This design comes from an exercise in tuning for small area and a short achievable clock period on the open sky130 flow, not from production work.
The RTL was checked by simulation tests, not by an equivalence proof against the original design.
No activity file was given, so power comes from the tool's default toggle rates.

== build 38 ==
// CPU
module CPU(clk, Reset, imem_addr, imem_data, dmem_addr, dmem_wdata, dmem_we, dmem_re,
           dmem_rdata, wb_we, wb_dest, wb_data);
   input         Reset, clk;
   output [31:0] imem_addr;
   input [31:0]  imem_data;
   output [31:0] dmem_addr, dmem_wdata;
   output        dmem_we, dmem_re;
   input [31:0]  dmem_rdata;
   output        wb_we;
   output [4:0]  wb_dest;
   output [31:0] wb_data;
   integer       i;
   reg [31:0]    pc;
   reg [31:0]    ir;                  
   reg           idv;                 
   reg [31:1]    sa, sb;              
   reg           ba, bb;              
   reg           i_j, i_beq, i_bne;   
   reg [31:0]    e_a, e_b;            
   reg [15:0]    e_imm;
   reg [4:0]     e_sh, e_dest;
   reg           e_we, e_mr, e_mw, e_mult;
   reg           e_src, e_add, e_sub, e_and, e_or, e_slt, e_sll, e_srl, e_mfhi, e_mflo;
   reg [31:0]    m_res, m_sd;         
   reg [4:0]     m_dest;
   reg           m_we, m_mr, m_mw, m_mfhi, m_mflo;
   reg [31:0]    w_data;              
   reg [4:0]     w_dest;
   reg           w_we;
   reg           rclr;                
   reg [31:0]    ma;                  
   reg [7:0]     cneg, cone, ctwo;    
   reg [7:0]     lneg, lone, ltwo;    
   reg [63:0]    hs, hc;              
   reg           it2;                 
   reg           hz;                  
   reg [31:0]    rf [1:31];
   wire [4:0]    rs = ir[25:21];
   wire [4:0]    rt = ir[20:16];
   wire [4:0]    rd = ir[15:11];
   reg [31:0]    va, vb;
   always @(*) begin
      va = {32{ba}} & w_data;
      vb = {32{bb}} & w_data;
      for (i = 1; i < 32; i = i + 1) begin
         va = va | ({32{sa[i]}} & rf[i]);
         vb = vb | ({32{sb[i]}} & rf[i]);
      end
   end
   always @(posedge clk) begin
      for (i = 1; i < 32; i = i + 1)
        if (rclr || (w_we && w_dest == i))
          rf[i] <= rclr ? 32'd0 : w_data;
   end
   wire [5:0]    op = ir[31:26];
   wire [5:0]    fn = ir[5:0];
   wire          d_j    = op == 6'd2;
   wire          d_beq  = op == 6'd4;
   wire          d_bne  = op == 6'd5;
   wire          d_addi = op == 6'd8;
   wire          d_slti = op == 6'd10;
   wire          d_andi = op == 6'd12;
  ...
Size: about 6800 cells after synthesis, roughly 200 I/O pins, roughly 0.080 mm^2 of cells after synthesis.
==> flow/config.mk <==
export PLATFORM = sky130hd
export DESIGN_NAME = CPU
export DESIGN_NICKNAME = CPU
export VERILOG_FILES = /design/flow/design.v
export SDC_FILE = /design/flow/constraint.sdc
export NUM_CORES = 8
export LEC_CHECK = 0
export CAP_MARGIN = 20
export CORE_MARGIN = 2
export CORE_UTILIZATION = 40
export SLEW_MARGIN = 20
==> flow/constraint.sdc <==
create_clock -name core_clock -period 11.0 [get_ports {clk}]
set_input_delay 2.2000 -clock core_clock [delete_from_list [all_inputs] [get_ports {clk}]]
set_output_delay 2.2000 -clock core_clock [all_outputs]
set_load 0.01 [all_outputs]
standard.sh (not shown) runs the stock make flow with config.mk's settings and CLKGATE_MAP_FILE= SYNTH_SCRIPT=/design/flow/synth_recipe.tcl, a recipe that flattens the netlist after the stock synthesis.
==> flow/flow/run.sh <==
#!/bin/bash
# Standard ORFS layout with stronger timing repair: repair_timing aims for
# extra setup slack and may swap cells across footprints; ports get buf_2
# buffers instead of the default delay-cell buffers; clock tree leaves drive
# sink clusters of up to 20 and no dummy loads are added.
set -uo pipefail
bash standard.sh \
  SETUP_SLACK_MARGIN=7.6 \
  MATCH_CELL_FOOTPRINT=0 \
  "BUFFER_PORTS_ARGS=-buffer_cell sky130_fd_sc_hd__buf_2" \
  "CTS_ARGS=-sink_clustering_enable -repair_clock_nets -dont_use_dummy_load -sink_clustering_size 20 -sink_clustering_max_diameter 60" \
  finish > standard.log 2>&1
Build 38 completed; timing, DRC and antenna clean
The inputs of build 62 differ from those of build 38 as listed below.
==> flow/flow/run.sh <==
#!/bin/bash
# Standard ORFS layout with stronger timing repair: repair_timing aims for
# extra setup slack and may swap cells across footprints; ports get buf_2
# buffers instead of the default delay-cell buffers; clock tree leaves drive
# sink clusters of up to 25 and no dummy loads are added; design repair aims
# closer to the slew and capacitance limits.
set -uo pipefail
bash standard.sh \
  SETUP_SLACK_MARGIN=7.5 \
  MATCH_CELL_FOOTPRINT=0 \
  "BUFFER_PORTS_ARGS=-buffer_cell sky130_fd_sc_hd__buf_2" \
  CAP_MARGIN=10 \
  SLEW_MARGIN=10 \
  "CTS_ARGS=-sink_clustering_enable -repair_clock_nets -dont_use_dummy_load -sink_clustering_size 25 -sink_clustering_max_diameter 80" \
  finish > standard.log 2>&1
==> comparison <==
Build 62 vs build 38: clock network area share down
Build 62 — critical-path maximum fanout 13 higher, build 38 as reference
On cell area after placement, build 38 and build 62 are basically level.
Measured against each other, build 38 and build 62 differ in count of clock-net buffers in the final layout, the lower figure coming from build 62.
Number of antenna cells inserted (higher): build 38
Non-clock buffer count delta for build 62 relative to build 38: 183 lower
Between build 38 and build 62, clock period minus final worst setup slack increased.
Sort build 38 and build 62 by total global-route track usage, descending, and build 38 comes first.
Against build 38, slack of the critical path in build 62 came out worse.
The DRC marker count from the first detailed-route iteration in build 38 is 1.06 times that in build 62.
Input-level comparison between build 6 and build 62:
-- flow/flow/run.sh --
<<< build 62, line 7
set -uo pipefail
bash standard.sh \
  SETUP_SLACK_MARGIN=7.5 \
  MATCH_CELL_FOOTPRINT=0 \
  "BUFFER_PORTS_ARGS=-buffer_cell sky130_fd_sc_hd__buf_2" \
>>> build 6, line 7
set -uo pipefail
bash standard.sh \
  SETUP_SLACK_MARGIN=7.35 \
  MATCH_CELL_FOOTPRINT=0 \
  "BUFFER_PORTS_ARGS=-buffer_cell sky130_fd_sc_hd__buf_2" \
==> results.txt <==
Looking at end point of the critical path, the pc[12] result is from build 62; the pc[17] one comes from build 6.
Final critical-path setup slack in build 6 is 55 ps higher than in build 62
When the final numbers for build 62 and build 6 were put side by side, the reported net switching power turned out to be greater in build 62.
Build 6 against build 62: global routing usage on met3 moved down; maximum operating frequency climbed 3.7 MHz; clock period minus worst slack has decreased.
Going from build 62 to build 6, net switching share of the total power shrinks by 0.36 points.
Modified inputs, build 97 compared to build 6
-- flow/flow/run.sh --
<<< build 6, line 7
set -uo pipefail
bash standard.sh \
  SETUP_SLACK_MARGIN=7.35 \
  MATCH_CELL_FOOTPRINT=0 \
  "BUFFER_PORTS_ARGS=-buffer_cell sky130_fd_sc_hd__buf_2" \
>>> build 97, line 7
set -uo pipefail
bash standard.sh \
  SETUP_SLACK_MARGIN=7.25 \
  MATCH_CELL_FOOTPRINT=0 \
  "BUFFER_PORTS_ARGS=-buffer_cell sky130_fd_sc_hd__buf_2" \
Findings:
When build 97 is measured against build 6, its combinational fraction of design power turns out 1.8 points higher.
Build 6 has a lower final period utilization than build 97.
Comparing clock group share of total power for build 97 and build 6, the smaller number came from build 97.
The run showing the smaller total global routing track utilization is build 6.
Against build 6, build 97 comes in 4600 um higher on detailed-route wire length.

==> re-timing with driven ports <==
In the flow no input, the clock included, has a driving cell. The finished layouts below were timed again as built, in two steps.
Step 1 assumes that a clkbuf_16 drives the clock port and a buf_2 every other input.
Step 2 moves the port delays by t, midway between the first and last clock arrival at a register: inputs arrive t later, outputs are due t later. That takes back most of the time a late clock gives input paths.
Three values: no drivers, after step 1, after step 2; two values: the first two.
| run | t, ns | slack for setup (ns) | hold WS [ns] | latest minus earliest clock arrival (ns) | pins driven straight from the clock port |
|---|---|---|---|---|---|
| build 38 | 0.905 | 7.193 / 7.133 / 6.922 | 0.322 / 0.322 / 0.322 | 0.128 / 0.128 | 1 |
| build 62 | 0.841 | 7.128 / 7.128 / 6.873 | 0.333 / 0.333 / 0.333 | 0.107 / 0.107 | 1 |
| build 6 | 0.851 | 7.183 / 7.183 / 6.638 | 0.321 / 0.321 / 0.321 | 0.111 / 0.112 | 1 |
| build 97 | 0.835 | 6.950 / 6.950 / 6.605 | 0.325 / 0.325 / 0.325 | 0.132 / 0.132 | 1 |
After both steps setup and hold are still met in every run listed. For build 6, which loses most, drivers alone change the setup slack by 0.000 ns; drivers and shift together by -0.545 ns.
